This is an optimization exercise on Yosys and OpenROAD, whose aim is small area, a short achievable clock period and few clock cycles per item, not a production implementation.
RTL that was checked went through simulation tests only; none was proved equivalent to the original.

## job 8600
==> flow/design.v <==
`timescale 1ns/1ps
`default_nettype none
module div_unit_step (
    input  logic [31:0] r,
    input  logic [31:0] y,
    input  logic        hiok,
    input  logic        sa,
    output logic        q,
    output logic [31:0] rn
);
    logic [31:0] g, p, gg, pp;
    always_comb begin
        g  = r & y;
        p  = r ^ y;
        gg = g;
        pp = p;
        for (int l = 0; l < 5; l++)
            for (int i = 0; i < 32; i++)
                if ((i % (2 << l)) == (2 << l) - 1) begin
                    gg[i] = gg[i] | (pp[i] & gg[i - (1 << l)]);
                    pp[i] = pp[i] & pp[i - (1 << l)];
                end
        for (int l = 3; l >= 0; l--)
            for (int i = 0; i < 32; i++)
                if ((i % (2 << l)) == (1 << l) - 1 && i >= (2 << l)) begin
                    gg[i] = gg[i] | (pp[i] & gg[i - (1 << l)]);
                    pp[i] = pp[i] & pp[i - (1 << l)];
                end
    end
    assign q  = hiok & ~(sa & r[31]) & (gg[31] | (sa & pp[31]));
    assign rn = q ? (p ^ {gg[30:0], 1'b0}) : r;
endmodule
module div_unit #(
    parameter integer K = 5
) (
    input  logic        clk_i,
    input  logic        rst_ni,
    input  logic        start_i,
    input  logic [2:0]  op_type_i,
    input  logic [31:0] operand_a_i,
    input  logic [31:0] operand_b_i,
    output logic [31:0] result_o,
    output logic        done_o,
    output logic        busy_o,
    output logic        exception_valid_o,
    output logic [31:0] exception_cause_o
);
    localparam integer W  = 32 + K - 1;        
    localparam integer MM = (32 + K - 1) / K;  
    localparam integer CW = (MM > 8) ? 4 : 3;    
    function automatic logic [5:0] lzc32(input logic [31:0] v);
        logic [15:0] z2;  logic [15:0] p2;
        logic [7:0]  z4;  logic [15:0] p4;
        logic [3:0]  z8;  logic [11:0] p8;
        logic [1:0]  z16; logic [7:0]  p16;
        for (int i = 0; i < 16; i++) begin
            z2[i] = ~(v[2*i+1] | v[2*i]);
            p2[i] = ~v[2*i+1];
        end
        for (int i = 0; i < 8; i++) begin
            z4[i] = z2[2*i+1] & z2[2*i];
            p4[2*i+1] = z2[2*i+1];
            p4[2*i]   = z2[2*i+1] ? p2[2*i] : p2[2*i+1];
        end
        for (int i = 0; i < 4; i++) begin
            z8[i] = z4[2*i+1] & z4[2*i];
            p8[3*i+2] = z4[2*i+1];
            p8[3*i+1 -: 2] = z4[2*i+1] ? p4[4*i+1 -: 2] : p4[4*i+3 -: 2];
        end
        for (int i = 0; i < 2; i++) begin
            z16[i] = z8[2*i+1] & z8[2*i];
            p16[4*i+3] = z8[2*i+1];
            p16[4*i+2 -: 3] = z8[2*i+1] ? p8[6*i+2 -: 3] : p8[6*i+5 -: 3];
        end
        if (z16[1] & z16[0]) lzc32 = 6'd32;
        else lzc32 = {1'b0, z16[1], z16[1] ? p16[3:0] : p16[7:4]};
    endfunction
    logic        busy_q, done_q, first_q, acc;
    logic [CW-1:0] cnt_q;
    logic [2:0]  op_q;
    logic [31:0] r_q, d_q, q_q;
    logic        sa_q, exc_q;
    logic        sgn, sa0, sa, sb, bz, ovf;
    logic [31:0] x0, bm, nb;
    logic [32:0] cb;
    logic [5:0]  la, lb;
    logic signed [7:0] n;
    logic [CW-1:0] mm1, rc;
    assign sgn = ~op_q[0];
    assign sa0 = sgn & r_q[31];
    assign sa  = first_q ? sa0 : sa_q;
    assign sb  = sgn & d_q[31];
    assign x0  = r_q ^ {32{first_q & sa0}};
    assign bm  = d_q ^ {32{sb}};
    assign ovf = (r_q == 32'h80000000) && (d_q == 32'hFFFFFFFF);
    assign cb[0] = ~sb;
    for (genvar i = 0; i < 32; i++) begin : g_inc
        assign nb[i]    = ~bm[i] ^ cb[i];
        assign cb[i+1] = ~bm[i] & cb[i];
    end
    assign la = 6'd32 - lzc32(x0);
    assign lb = 6'd32 - lzc32(bm);
    assign bz = (lb == 6'd0) & ~sb;
    assign n = $signed({2'b00, la}) - $signed({2'b00, lb}) + $signed({7'd0, sa0 & ~sb}) + 8'sd1;
    always_comb begin
        mm1 = '0;
        for (int j = 1; j < MM; j++)
            if (n > j * K) mm1 = CW'(j);
    end
    assign rc = first_q ? mm1 : cnt_q;
    logic [W-1:0] ys [0:CW];
    assign ys[0] = W'({1'b1, nb}) << (K - 1);
    for (genvar i = 0; i < CW; i++) begin : g_align
        assign ys[i+1] = rc[i] ? (ys[i] << (K << i)) : ys[i];
    end
    logic [W-1:0] yw;
    assign yw = ys[CW];
    logic [31:0]  rs [0:K];
    logic [K-1:0] qb;
    assign rs[0] = x0;
    for (genvar j = 0; j < K; j++) begin : g_step
        logic [W-1:0] yj;
        logic         hiok;
        assign yj = W'({{j{1'b1}}, yw} >> j);
        if (W - j > 32) begin : g_hi
            assign hiok = &yj[W-1-j:32];
        end else begin : g_nohi
            assign hiok = 1'b1;
        end
        div_unit_step u_step (
            .r(rs[j]), .y(yj[31:0]), .hiok(hiok), .sa(sa), .q(qb[K-1-j]), .rn(rs[j+1])
        );
    end
    logic        last, is_rem, negl, rflip;
    logic [31:0] qbase, qf, qn;
    logic [32:0] orq;
    assign last   = (rc == '0);
    assign is_rem = op_q[2] & op_q[1];
    assign qbase  = first_q ? 32'd0 : q_q;
    assign qf     = {qbase[31-K:0], qb & {K{op_q[2]}}};
    assign negl   = last & op_q[2] & ~op_q[1] & ((sa ^ sb) | bz);
    assign rflip  = sa;
    logic [32-K:0] orh;
    assign orq[0] = bz;
    assign orh[0] = 1'b0;
    for (genvar i = 0; i < 32; i++) begin : g_res
        if (i < K) begin : g_lo
            assign orq[i+1] = orq[i] | qf[i];
        end else begin : g_hi
            assign orh[i-K+1] = orh[i-K] | qf[i];
            assign orq[i+1]   = orq[K] | orh[i-K+1];
        end
        assign qn[i] = (is_rem ? rs[K][i] : qf[i]) ^ (is_rem ? rflip : (negl & orq[i]));
    end
    always_ff @(posedge clk_i or negedge rst_ni) begin
        if (!rst_ni) begin
            busy_q <= 1'b0;
            done_q <= 1'b0;
        end else if (start_i) begin
            busy_q <= 1'b1;
            done_q <= 1'b0;
        end else if (done_q) begin
            busy_q <= 1'b0;
            done_q <= 1'b0;
        end else if (busy_q && last) begin
            done_q <= 1'b1;
        end
    end
    assign acc = ~busy_q | done_q;
    always_ff @(posedge clk_i) begin
        first_q <= start_i;
        cnt_q   <= rc - CW'(1);
        q_q     <= qn;
        if (acc) begin
            r_q  <= operand_a_i;
            d_q  <= operand_b_i;
            op_q <= op_type_i;
        end else begin
            r_q  <= rs[K];
        end
        if (first_q) begin
            sa_q  <= sa0;
            exc_q <= bz | ovf;
        end
    end
    assign result_o          = q_q;
    assign done_o            = done_q;
    assign busy_o            = busy_q;
    assign exception_valid_o = exc_q;
    assign exception_cause_o = {30'd0, exc_q, 1'b0};
endmodule
==> flow/config.mk <==
export PLATFORM = sky130hd
export DESIGN_NAME = div_unit
export DESIGN_NICKNAME = div_unit
export VERILOG_FILES = /design/flow/design.v
export SDC_FILE = /design/flow/constraint.sdc
export NUM_CORES = 4
export LEC_CHECK = 0
export ABC_AREA = 1
export CAP_MARGIN = 20
export CORE_MARGIN = 2
export CORE_UTILIZATION = 65
export SLEW_MARGIN = 20
==> flow/constraint.sdc <==
create_clock -name core_clock -period 150.0 [get_ports {clk_i}]
set_input_delay 30.0000 -clock core_clock [delete_from_list [all_inputs] [get_ports {clk_i}]]
set_output_delay 30.0000 -clock core_clock [all_outputs]
set_load 0.01 [all_outputs]
standard.sh (not shown) runs the stock make flow with config.mk's settings and CLKGATE_MAP_FILE= SYNTH_SCRIPT=/design/flow/synth_recipe.tcl, a recipe that flattens the netlist after the stock synthesis.
==> flow/flow/run.sh <==
#!/bin/bash
# Standard ORFS layout (bash standard.sh) with four changes:
#  - the logic is mapped with the area-oriented ABC script in
#    flow/abc_area.script (used through a copy of the ORFS scripts folder);
#  - Yosys does not pre-map full and half adders (ADDER_MAP_FILE empty), so
#    ABC maps all the logic;
#  - constant outputs keep the single tie cell from synthesis
#    (SKIP_REPAIR_TIE_FANOUT);
#  - the input and output port buffers are sky130_fd_sc_hd__buf_1.
# The flow's full output is in standard_flow.log; ORFS keeps each step's log
# under orfs/logs/.
set -euo pipefail
rm -rf orfs_scripts
cp -r "$FLOW_HOME/scripts" orfs_scripts
cp flow/abc_area.script orfs_scripts/abc_area.script
export SCRIPTS_DIR="$PWD/orfs_scripts"
export ADDER_MAP_FILE=
export SKIP_REPAIR_TIE_FANOUT=1
export BUFFER_PORTS_ARGS="-buffer_cell sky130_fd_sc_hd__buf_1"
bash standard.sh > standard_flow.log 2>&1
==> flow/flow/abc_area.script <==
strash
balance
rewrite
refactor
balance
rewrite
rewrite -z
balance
refactor -z
rewrite -z
balance
dch
amap -m
topo
stime -c
buffer -c
dnsize -c
Testbench counts of job 8600, summed over its fixed seeds: cycles 5,099, ops 1,600.
Changes in job 4249 relative to job 8600:
==> flow/design.v, changed modules only <==
module div_unit #(
    parameter integer K = 6
) (
    input  logic        clk_i,
    input  logic        rst_ni,
    input  logic        start_i,
    input  logic [2:0]  op_type_i,
    input  logic [31:0] operand_a_i,
    input  logic [31:0] operand_b_i,
    output logic [31:0] result_o,
    output logic        done_o,
    output logic        busy_o,
    output logic        exception_valid_o,
    output logic [31:0] exception_cause_o
);
    localparam integer W  = 32 + K - 1;        
    localparam integer MM = (32 + K - 1) / K;  
    localparam integer CW = (MM > 8) ? 4 : 3;    
    logic        busy_q, done_q, first_q, acc;
    logic [CW-1:0] cnt_q;
    logic [2:0]  op_q;
    logic [31:0] r_q, d_q, q_q;
    logic        sa_q, exc_q;
    logic        sgn, sa0, sa, sb, bz, ovf;
    logic [31:0] x0, bm, nb;
    logic [32:0] cb;
    logic [5:0]  la, lb;
    logic signed [7:0] n;
    logic [CW-1:0] mm1, rc;
    assign sgn = ~op_q[0];
    assign sa0 = sgn & r_q[31];
    assign sa  = first_q ? sa0 : sa_q;
    assign sb  = sgn & d_q[31];
    assign x0  = r_q ^ {32{first_q & sa0}};
    assign bm  = d_q ^ {32{sb}};
    assign ovf = (r_q == 32'h80000000) && (d_q == 32'hFFFFFFFF);
    assign cb[0] = ~sb;
    for (genvar i = 0; i < 32; i++) begin : g_inc
        assign nb[i]    = ~bm[i] ^ cb[i];
        assign cb[i+1] = ~bm[i] & cb[i];
    end
    always_comb begin
        la = 6'd0;
        lb = 6'd0;
        for (int i = 0; i < 32; i++) begin
            if (x0[i]) la = 6'(i + 1);
            if (bm[i]) lb = 6'(i + 1);
        end
    end
    assign bz = (lb == 6'd0) & ~sb;
    assign n = $signed({2'b00, la}) - $signed({2'b00, lb}) + $signed({7'd0, sa0 & ~sb}) + 8'sd1;
    always_comb begin
        mm1 = '0;
        for (int j = 1; j < MM; j++)
            if (n > j * K) mm1 = CW'(j);
    end
    assign rc = first_q ? mm1 : cnt_q;
    logic [W-1:0] ys [0:CW];
    assign ys[0] = W'({1'b1, nb}) << (K - 1);
    for (genvar i = 0; i < CW; i++) begin : g_align
        assign ys[i+1] = rc[i] ? (ys[i] << (K << i)) : ys[i];
    end
    logic [W-1:0] yw;
    assign yw = ys[CW];
    logic [31:0]  rs [0:K];
    logic [K-1:0] qb;
    assign rs[0] = x0;
    for (genvar j = 0; j < K; j++) begin : g_step
        logic [W-1:0] yj;
        logic         hiok;
        assign yj = W'({{j{1'b1}}, yw} >> j);
        if (W - j > 32) begin : g_hi
            assign hiok = &yj[W-1-j:32];
        end else begin : g_nohi
            assign hiok = 1'b1;
        end
        div_unit_step u_step (
            .r(rs[j]), .y(yj[31:0]), .hiok(hiok), .sa(sa), .q(qb[K-1-j]), .rn(rs[j+1])
        );
    end
    logic        last, is_rem, negl, rflip;
    logic [31:0] qbase, qf, qn;
    logic [32:0] orq;
    assign last   = (rc == '0);
    assign is_rem = op_q[2] & op_q[1];
    assign qbase  = first_q ? 32'd0 : q_q;
    assign qf     = {qbase[31-K:0], qb & {K{op_q[2]}}};
    assign negl   = last & op_q[2] & ~op_q[1] & ((sa ^ sb) | bz);
    assign rflip  = sa;
    logic [32-K:0] orh;
    assign orq[0] = bz;
    assign orh[0] = 1'b0;
    for (genvar i = 0; i < 32; i++) begin : g_res
        if (i < K) begin : g_lo
            assign orq[i+1] = orq[i] | qf[i];
        end else begin : g_hi
            assign orh[i-K+1] = orh[i-K] | qf[i];
            assign orq[i+1]   = orq[K] | orh[i-K+1];
        end
        assign qn[i] = (is_rem ? rs[K][i] : qf[i]) ^ (is_rem ? rflip : (negl & orq[i]));
    end
    always_ff @(posedge clk_i or negedge rst_ni) begin
        if (!rst_ni) begin
            busy_q <= 1'b0;
            done_q <= 1'b0;
        end else if (start_i) begin
            busy_q <= 1'b1;
            done_q <= 1'b0;
        end else if (done_q) begin
            busy_q <= 1'b0;
            done_q <= 1'b0;
        end else if (busy_q && last) begin
            done_q <= 1'b1;
        end
    end
    assign acc = ~busy_q | done_q;
    always_ff @(posedge clk_i) begin
        first_q <= start_i;
        cnt_q   <= rc - CW'(1);
        q_q     <= qn;
        if (acc) begin
            r_q  <= operand_a_i;
            d_q  <= operand_b_i;
            op_q <= op_type_i;
        end else begin
            r_q  <= rs[K];
        end
        if (first_q) begin
            sa_q  <= sa0;
            exc_q <= bz | ovf;
        end
    end
    assign result_o          = q_q;
    assign done_o            = done_q;
    assign busy_o            = busy_q;
    assign exception_valid_o = exc_q;
    assign exception_cause_o = {30'd0, exc_q, 1'b0};
endmodule
Notes after the runs:
Compared job 4249 vs job 8600, and post-synthesis to final-layout area growth is down in job 4249. The clock buffer count in the final layout of job 4249 exceeds that of job 8600 by 1. NOTE: synthesized cell count in job 4249 exceeds that of job 8600. Compare job 4249 and job 8600 | total global-route track usage higher: job 4249. | die boundary width | lower: job 8600 |. Job 4249 vs job 8600, critical path depth went up by 144. | clock latency reported for the late side of the worst-skew pair | job 8600 vs job 4249 | ≈ equal |. Area of the core was lower in the run labelled job 8600. In job 4249, the fmax came out 0.0019 GHz below the value in job 8600.
Only the layout flow was run in job 4249; the RTL was not checked for function there.

## static timing again, ports no longer ideal
The flow's constraints put no driver on any port. The routed layouts listed below were extracted and timed again, unchanged, in two steps. Step 1: set_driving_cell puts a clkbuf_16 on clk_i and a buf_2 on each other input, an assumption about the parent block. Step 2 moves the port delays by t, midway between the first and last clock arrival at a register: inputs arrive t later, outputs are due t later. That takes back most of the time a late clock gives input paths. Slacks: ideal / step 1 / step 2; pairs: ideal / step 1.
run | shift t [ns] | setup slack, ns | clock arrival spread, ns
job 8600 | 0.384 | 119.076 / 119.038 / 119.422 | 0.010 / 0.010
job 4249 | 0.394 | 117.197 / 117.197 / 117.197 | 0.016 / 0.017
After both steps setup and hold are still met in every run listed.
